From an optimization exercise on the open Yosys and OpenROAD flow, aimed at a short achievable clock period and few clock cycles; shortcuts taken in it are not production practice.
In this exercise RTL edits were held to simulation tests only and were not proved equivalent to the original.
Power figures rest on the tool's default switching activity, not on a simulated workload.

== red ==
// ARM
module ARM (
	input clk,
	input rst,
	output [31:0] imem_addr,
	input  [31:0] imem_rdata,
	output [31:0] dmem_addr,
	output [31:0] dmem_wdata,
	output dmem_rd_en,
	output dmem_wr_en,
	input  [31:0] dmem_rdata,
	input  dmem_ready
);
For scale: about 1300 flip-flops, roughly 170 I/O pins.
export LEC_CHECK = 0
export CAP_MARGIN = 20
export CORE_MARGIN = 2
export CORE_UTILIZATION = 40
export SETUP_SLACK_MARGIN = 0.4
export SLEW_MARGIN = 20
create_clock -name core_clock -period 18.0 [get_ports {clk}]
standard.sh (not shown) runs the stock make flow with config.mk's settings and CLKGATE_MAP_FILE= SYNTH_SCRIPT=/design/flow/synth_recipe.tcl, a recipe that flattens the netlist after the stock synthesis.
==> flow/flow/run.sh <==
#!/bin/bash
# Layout flow: the standard ORFS flow (standard.sh, unchanged synthesis),
# with repair_timing asked for a setup margin so that it optimises the layout
# for a shorter period than the constraint's 18 ns, and the port buffers made
# with a regular buffer cell. The clock period and the SDC stay the design's.
set -euo pipefail
cd "$(dirname "${BASH_SOURCE[0]}")/.."
bash standard.sh SETUP_SLACK_MARGIN=13.2 \
  "BUFFER_PORTS_ARGS=-buffer_cell sky130_fd_sc_hd__buf_4" \
  finish > flow_make.log 2>&1
red completed end to end with timing, DRC and antenna clean.
Testbench counts of red, summed over its fixed seeds: cycles 39,140.
Modified inputs, blue compared to red
--- a/flow/flow/run.sh
+++ b/flow/flow/run.sh
@@ -6,5 +6,5 @@
 set -euo pipefail
 cd "$(dirname "${BASH_SOURCE[0]}")/.."
-bash standard.sh SETUP_SLACK_MARGIN=13.2 \
+bash standard.sh SETUP_SLACK_MARGIN=13.5 \
   "BUFFER_PORTS_ARGS=-buffer_cell sky130_fd_sc_hd__buf_4" \
   finish > flow_make.log 2>&1
==> notes.md <==
Multi-input gate area in the final layout grows by a few percent when moving from red to blue. Routed wire length for blue: 2.2% up relative to red. Summary — time the final worst path needs with I/O delays and setup, blue relative to red: lower, by 0.17 ns.

Another version of the RTL of ARM (not shown whole).
Size: ~11000 cells after synthesis, about 1600 flip-flops, about 170 I/O pins, about 0.097 mm² of cells after synthesis.
==> flow/config.mk <==
export PLATFORM = sky130hd
export DESIGN_NAME = ARM
export DESIGN_NICKNAME = ARM
export VERILOG_FILES = /design/flow/design.v
export SDC_FILE = /design/flow/constraint.sdc
export NUM_CORES = 8
export LEC_CHECK = 0
export CAP_MARGIN = 20
export CORE_MARGIN = 2
export CORE_UTILIZATION = 40
export SETUP_SLACK_MARGIN = 0.4
export SLEW_MARGIN = 20
==> flow/constraint.sdc <==
create_clock -name core_clock -period 18.0 [get_ports {clk}]
set_input_delay 3.6000 -clock core_clock [delete_from_list [all_inputs] [get_ports {clk}]]
set_output_delay 3.6000 -clock core_clock [all_outputs]
set_load 0.01 [all_outputs]
==> flow/flow/run.sh <==
#!/bin/bash
# Layout flow: the standard ORFS flow (standard.sh, unchanged synthesis),
# with repair_timing asked for a setup margin so that it optimises the layout
# for a shorter period than the constraint's 18 ns, the port buffers made
# with a regular buffer cell, and clock tree synthesis with smaller sink
# clusters and no dummy loads (a shorter clock tree). The clock period and the
# SDC stay the design's.
set -euo pipefail
cd "$(dirname "${BASH_SOURCE[0]}")/.."
bash standard.sh SETUP_SLACK_MARGIN=13.5 \
  "BUFFER_PORTS_ARGS=-buffer_cell sky130_fd_sc_hd__buf_4" \
  "CTS_ARGS=-sink_clustering_enable -repair_clock_nets -dont_use_dummy_load -sink_clustering_size 15 -sink_clustering_max_diameter 80" \
  finish > flow_make.log 2>&1
Testbench counts at the start, summed over its fixed seeds: cycles 38,166.
Then changed:
--- a/flow/flow/run.sh
+++ b/flow/flow/run.sh
@@ -12 +12 @@
-  "CTS_ARGS=-sink_clustering_enable -repair_clock_nets -dont_use_dummy_load -sink_clustering_size 15 -sink_clustering_max_diameter 80" \
+  "CTS_ARGS=-sink_clustering_enable -repair_clock_nets -dont_use_dummy_load -sink_clustering_size 18 -sink_clustering_max_diameter 100" \
Settings changed: CORE_UTILIZATION 40 to 45.
The changed run ran to the end with no violations.
Critical path depth is unchanged.
Flip-flop and latch count does not change.
Total power fell by 3.1%.
Synthesized area is unchanged.
Die area falls by about 11%.
Core utilization climbs by 5.2 points.
Via count goes up by 0.69%.
Global-route usage is higher by 4.4 points.
Routed wire length decreases by 0.85%.
Then changed:
==> flow/flow/run.sh (replaced) <==
#!/bin/bash
# Layout flow: the standard ORFS flow (standard.sh, unchanged synthesis),
# with repair_timing asked for a setup margin so that it optimises the layout
# for a shorter period than the constraint's 18 ns, and the port buffers made
# with a regular buffer cell. The clock period and the SDC stay the design's.
set -euo pipefail
cd "$(dirname "${BASH_SOURCE[0]}")/.."
bash standard.sh SETUP_SLACK_MARGIN=13.5 \
  "BUFFER_PORTS_ARGS=-buffer_cell sky130_fd_sc_hd__buf_4" \
  finish > flow_make.log 2>&1
Settings changed: CORE_UTILIZATION 45 to 40.
Total power rises by about a fifth.
Combinational power stays flat.
Final cell count rises by a few percent.
Flip-flop and latch count stays the same.
Synthesized area is unchanged.
Then changed:
--- a/flow/flow/run.sh
+++ b/flow/flow/run.sh
@@ -4,2 +4,4 @@
-# for a shorter period than the constraint's 18 ns, and the port buffers made
-# with a regular buffer cell. The clock period and the SDC stay the design's.
+# for a shorter period than the constraint's 18 ns, the port buffers made
+# with a regular buffer cell, and clock tree synthesis with smaller sink
+# clusters and no dummy loads (a shorter clock tree). The clock period and the
+# SDC stay the design's.
@@ -9,0 +12 @@
+  "CTS_ARGS=-sink_clustering_enable -repair_clock_nets -dont_use_dummy_load -sink_clustering_size 18 -sink_clustering_max_diameter 100" \
Effect:
- The new run completed without violations
- via count went down by 1.1%
- sequential power barely changes
- cell area went down by 3.5%
- die area is unchanged
- power went down by 13%
- maximum frequency went up by 1.2%
- non-clock buffer count went down by 20
- sequential share of layout area went up by 1.3 points

## TR
ARM, a different RTL version from the one above (not shown whole).
For scale: about 1300 flip-flops, about 170 I/O pins, about 0.080 mm² of cells after synthesis.
==> flow/config.mk <==
export PLATFORM = sky130hd
export DESIGN_NAME = ARM
export DESIGN_NICKNAME = ARM
export VERILOG_FILES = /design/flow/design.v
export SDC_FILE = /design/flow/constraint.sdc
export NUM_CORES = 8
export LEC_CHECK = 0
export CAP_MARGIN = 20
export CORE_MARGIN = 2
export CORE_UTILIZATION = 55
export CTS_CLUSTER_DIAMETER = 120
export CTS_CLUSTER_SIZE = 18
export PLACE_DENSITY = 0.68
export SETUP_SLACK_MARGIN = 0.4
export SLEW_MARGIN = 20
==> flow/constraint.sdc <==
create_clock -name core_clock -period 18.0 [get_ports {clk}]
set_input_delay 3.6000 -clock core_clock [delete_from_list [all_inputs] [get_ports {clk}]]
set_output_delay 3.6000 -clock core_clock [all_outputs]
set_load 0.01 [all_outputs]
==> flow/flow/run.sh <==
#!/bin/bash
# Layout flow: the standard ORFS flow (standard.sh, unchanged synthesis),
# with repair_timing asked for a setup margin so that it optimises the layout
# for a shorter period than the constraint's 18 ns, and the port buffers made
# with a regular buffer cell. The clock period and the SDC stay the design's.
set -euo pipefail
cd "$(dirname "${BASH_SOURCE[0]}")/.."
bash standard.sh SETUP_SLACK_MARGIN=13.5 \
  "BUFFER_PORTS_ARGS=-buffer_cell sky130_fd_sc_hd__buf_4" \
  finish > flow_make.log 2>&1
TR | status: complete | timing, DRC, antenna: pass
Testbench counts of TR, summed over its fixed seeds: cycles 39,596.
Here is what was changed in the inputs of AL compared with TR.
Settings: changing CORE_UTILIZATION from 55 to 40; removing CTS_CLUSTER_SIZE (formerly 18); removing PLACE_DENSITY (formerly 0.68); removing CTS_CLUSTER_DIAMETER (formerly 120).
## What came out
Compared to TR, AL has sequential share of layout area 1.3 points lower.
AL vs TR, clock slew at the register clock pins of the worst setup and hold paths went down by 0.03 ns.
Fmax: AL and TR compared, higher one is AL
AL — iteration-0 DRC count of the detailed router about 9% lower, TR as reference
Summary of AL over TR: global routing met2 resource utilization now sits lower; power shows an increase of 1.2 mW.
In AL the non-clock buffer count turned out 4.8% higher than in TR.

## indigo
Another version of the RTL of ARM (not shown whole).
For scale: about 11000 cells after synthesis, about 1600 flip-flops, ~170 I/O pins, about 0.10 mm² of cells after synthesis.
Design ARM, start of the top module:
module ARM (
	input clk,
	input rst,
	output [31:0] imem_addr,
	input  [31:0] imem_rdata,
	output [31:0] dmem_addr,
	output [31:0] dmem_wdata,
	output dmem_rd_en,
	output dmem_wr_en,
	input  [31:0] dmem_rdata,
	input  dmem_ready
);
==> flow/config.mk <==
export PLATFORM = sky130hd
export DESIGN_NAME = ARM
export DESIGN_NICKNAME = ARM
export VERILOG_FILES = /design/flow/design.v
export SDC_FILE = /design/flow/constraint.sdc
export NUM_CORES = 8
export LEC_CHECK = 0
export CAP_MARGIN = 20
export CORE_MARGIN = 2
export CORE_UTILIZATION = 40
export SETUP_SLACK_MARGIN = 0.4
export SLEW_MARGIN = 20
==> flow/constraint.sdc <==
create_clock -name core_clock -period 18.0 [get_ports {clk}]
set_input_delay 3.6000 -clock core_clock [delete_from_list [all_inputs] [get_ports {clk}]]
set_output_delay 3.6000 -clock core_clock [all_outputs]
set_load 0.01 [all_outputs]
Scripts as last shown in full above: flow/flow/run.sh
Testbench counts of indigo, summed over its fixed seeds: cycles 38,157.
Input-level comparison between cedar and indigo:
Settings: changing CORE_UTILIZATION from 40 to 47.
## What came out
Relative to indigo, the antenna diode count of cedar is lower by 6.
Status: register clock-pin slew on the reported worst setup and hold paths parity (indigo, cedar)
There was hardly any difference in number of DRC violations after detailed-routing iteration 0 between cedar and indigo.
[compare] base=indigo new=cedar: part of the power in the clock network now sits higher, multi-input logic portion of the cell area now sits at about the same level, core utilization now sits higher.
cedar: layout overhead on the synthesized area 1.6 points below indigo
cedar ends up with a maximum frequency that is 3.3% higher than in indigo.
Compared with indigo, cedar improves wire length of the first global-routing pass.
cedar vs indigo: horizontal die dimension down in cedar

what the ideal ports hide:
Ports are ideal in the flow. The routed layouts listed here were re-timed in OpenROAD.
Step 1: set_driving_cell puts a clkbuf_16 on clk and a buf_2 on each other input, an assumption about the parent block.
Step 2 also shifts input and output timing later by t, the mid clock arrival at the registers, as if the neighbouring blocks saw the same clock.
Slacks: ideal / step 1 / step 2; pairs: ideal / step 1.
run | shift t [ns] | setup slack, ns | worst setup path at the end | latest minus earliest clock arrival (ns) | cell pins on the clock port's net
red | 0.972 | 12.855 / 12.855 / 12.042 | input to register | 0.068 / 0.067 | 1
blue | 0.949 | 13.028 / 12.933 / 12.138 | input to register | 0.081 / 0.080 | 1
the first run of note 2 | 0.883 | 13.034 / 12.940 / 12.438 | input to register | 0.148 / 0.148 | 1
the second run of note 2 | 0.886 | 13.036 / 12.945 / 12.323 | input to register | 0.099 / 0.100 | 1
the third run of note 2 | 0.992 | 12.978 / 12.867 / 12.375 | input to register | 0.080 / 0.080 | 1
the fourth run of note 2 | 0.897 | 13.037 / 12.926 / 12.325 | input to register | 0.135 / 0.135 | 1
TR | 0.825 | 12.917 / 12.917 / 12.241 | input to register | 0.061 / 0.061 | 1
AL | 0.931 | 12.989 / 12.962 / 12.292 | input to register | 0.037 / 0.037 | 1
indigo | 0.965 | 12.761 / 12.762 / 11.868 | input to register | 0.088 / 0.088 | 1
cedar | 0.968 | 12.927 / 12.913 / 12.048 | input to register | 0.086 / 0.086 | 1
After both steps every run listed still meets setup and hold. The setup slack of indigo, which loses most, moves by +0.001 ns with the drivers and by -0.893 ns with both steps.
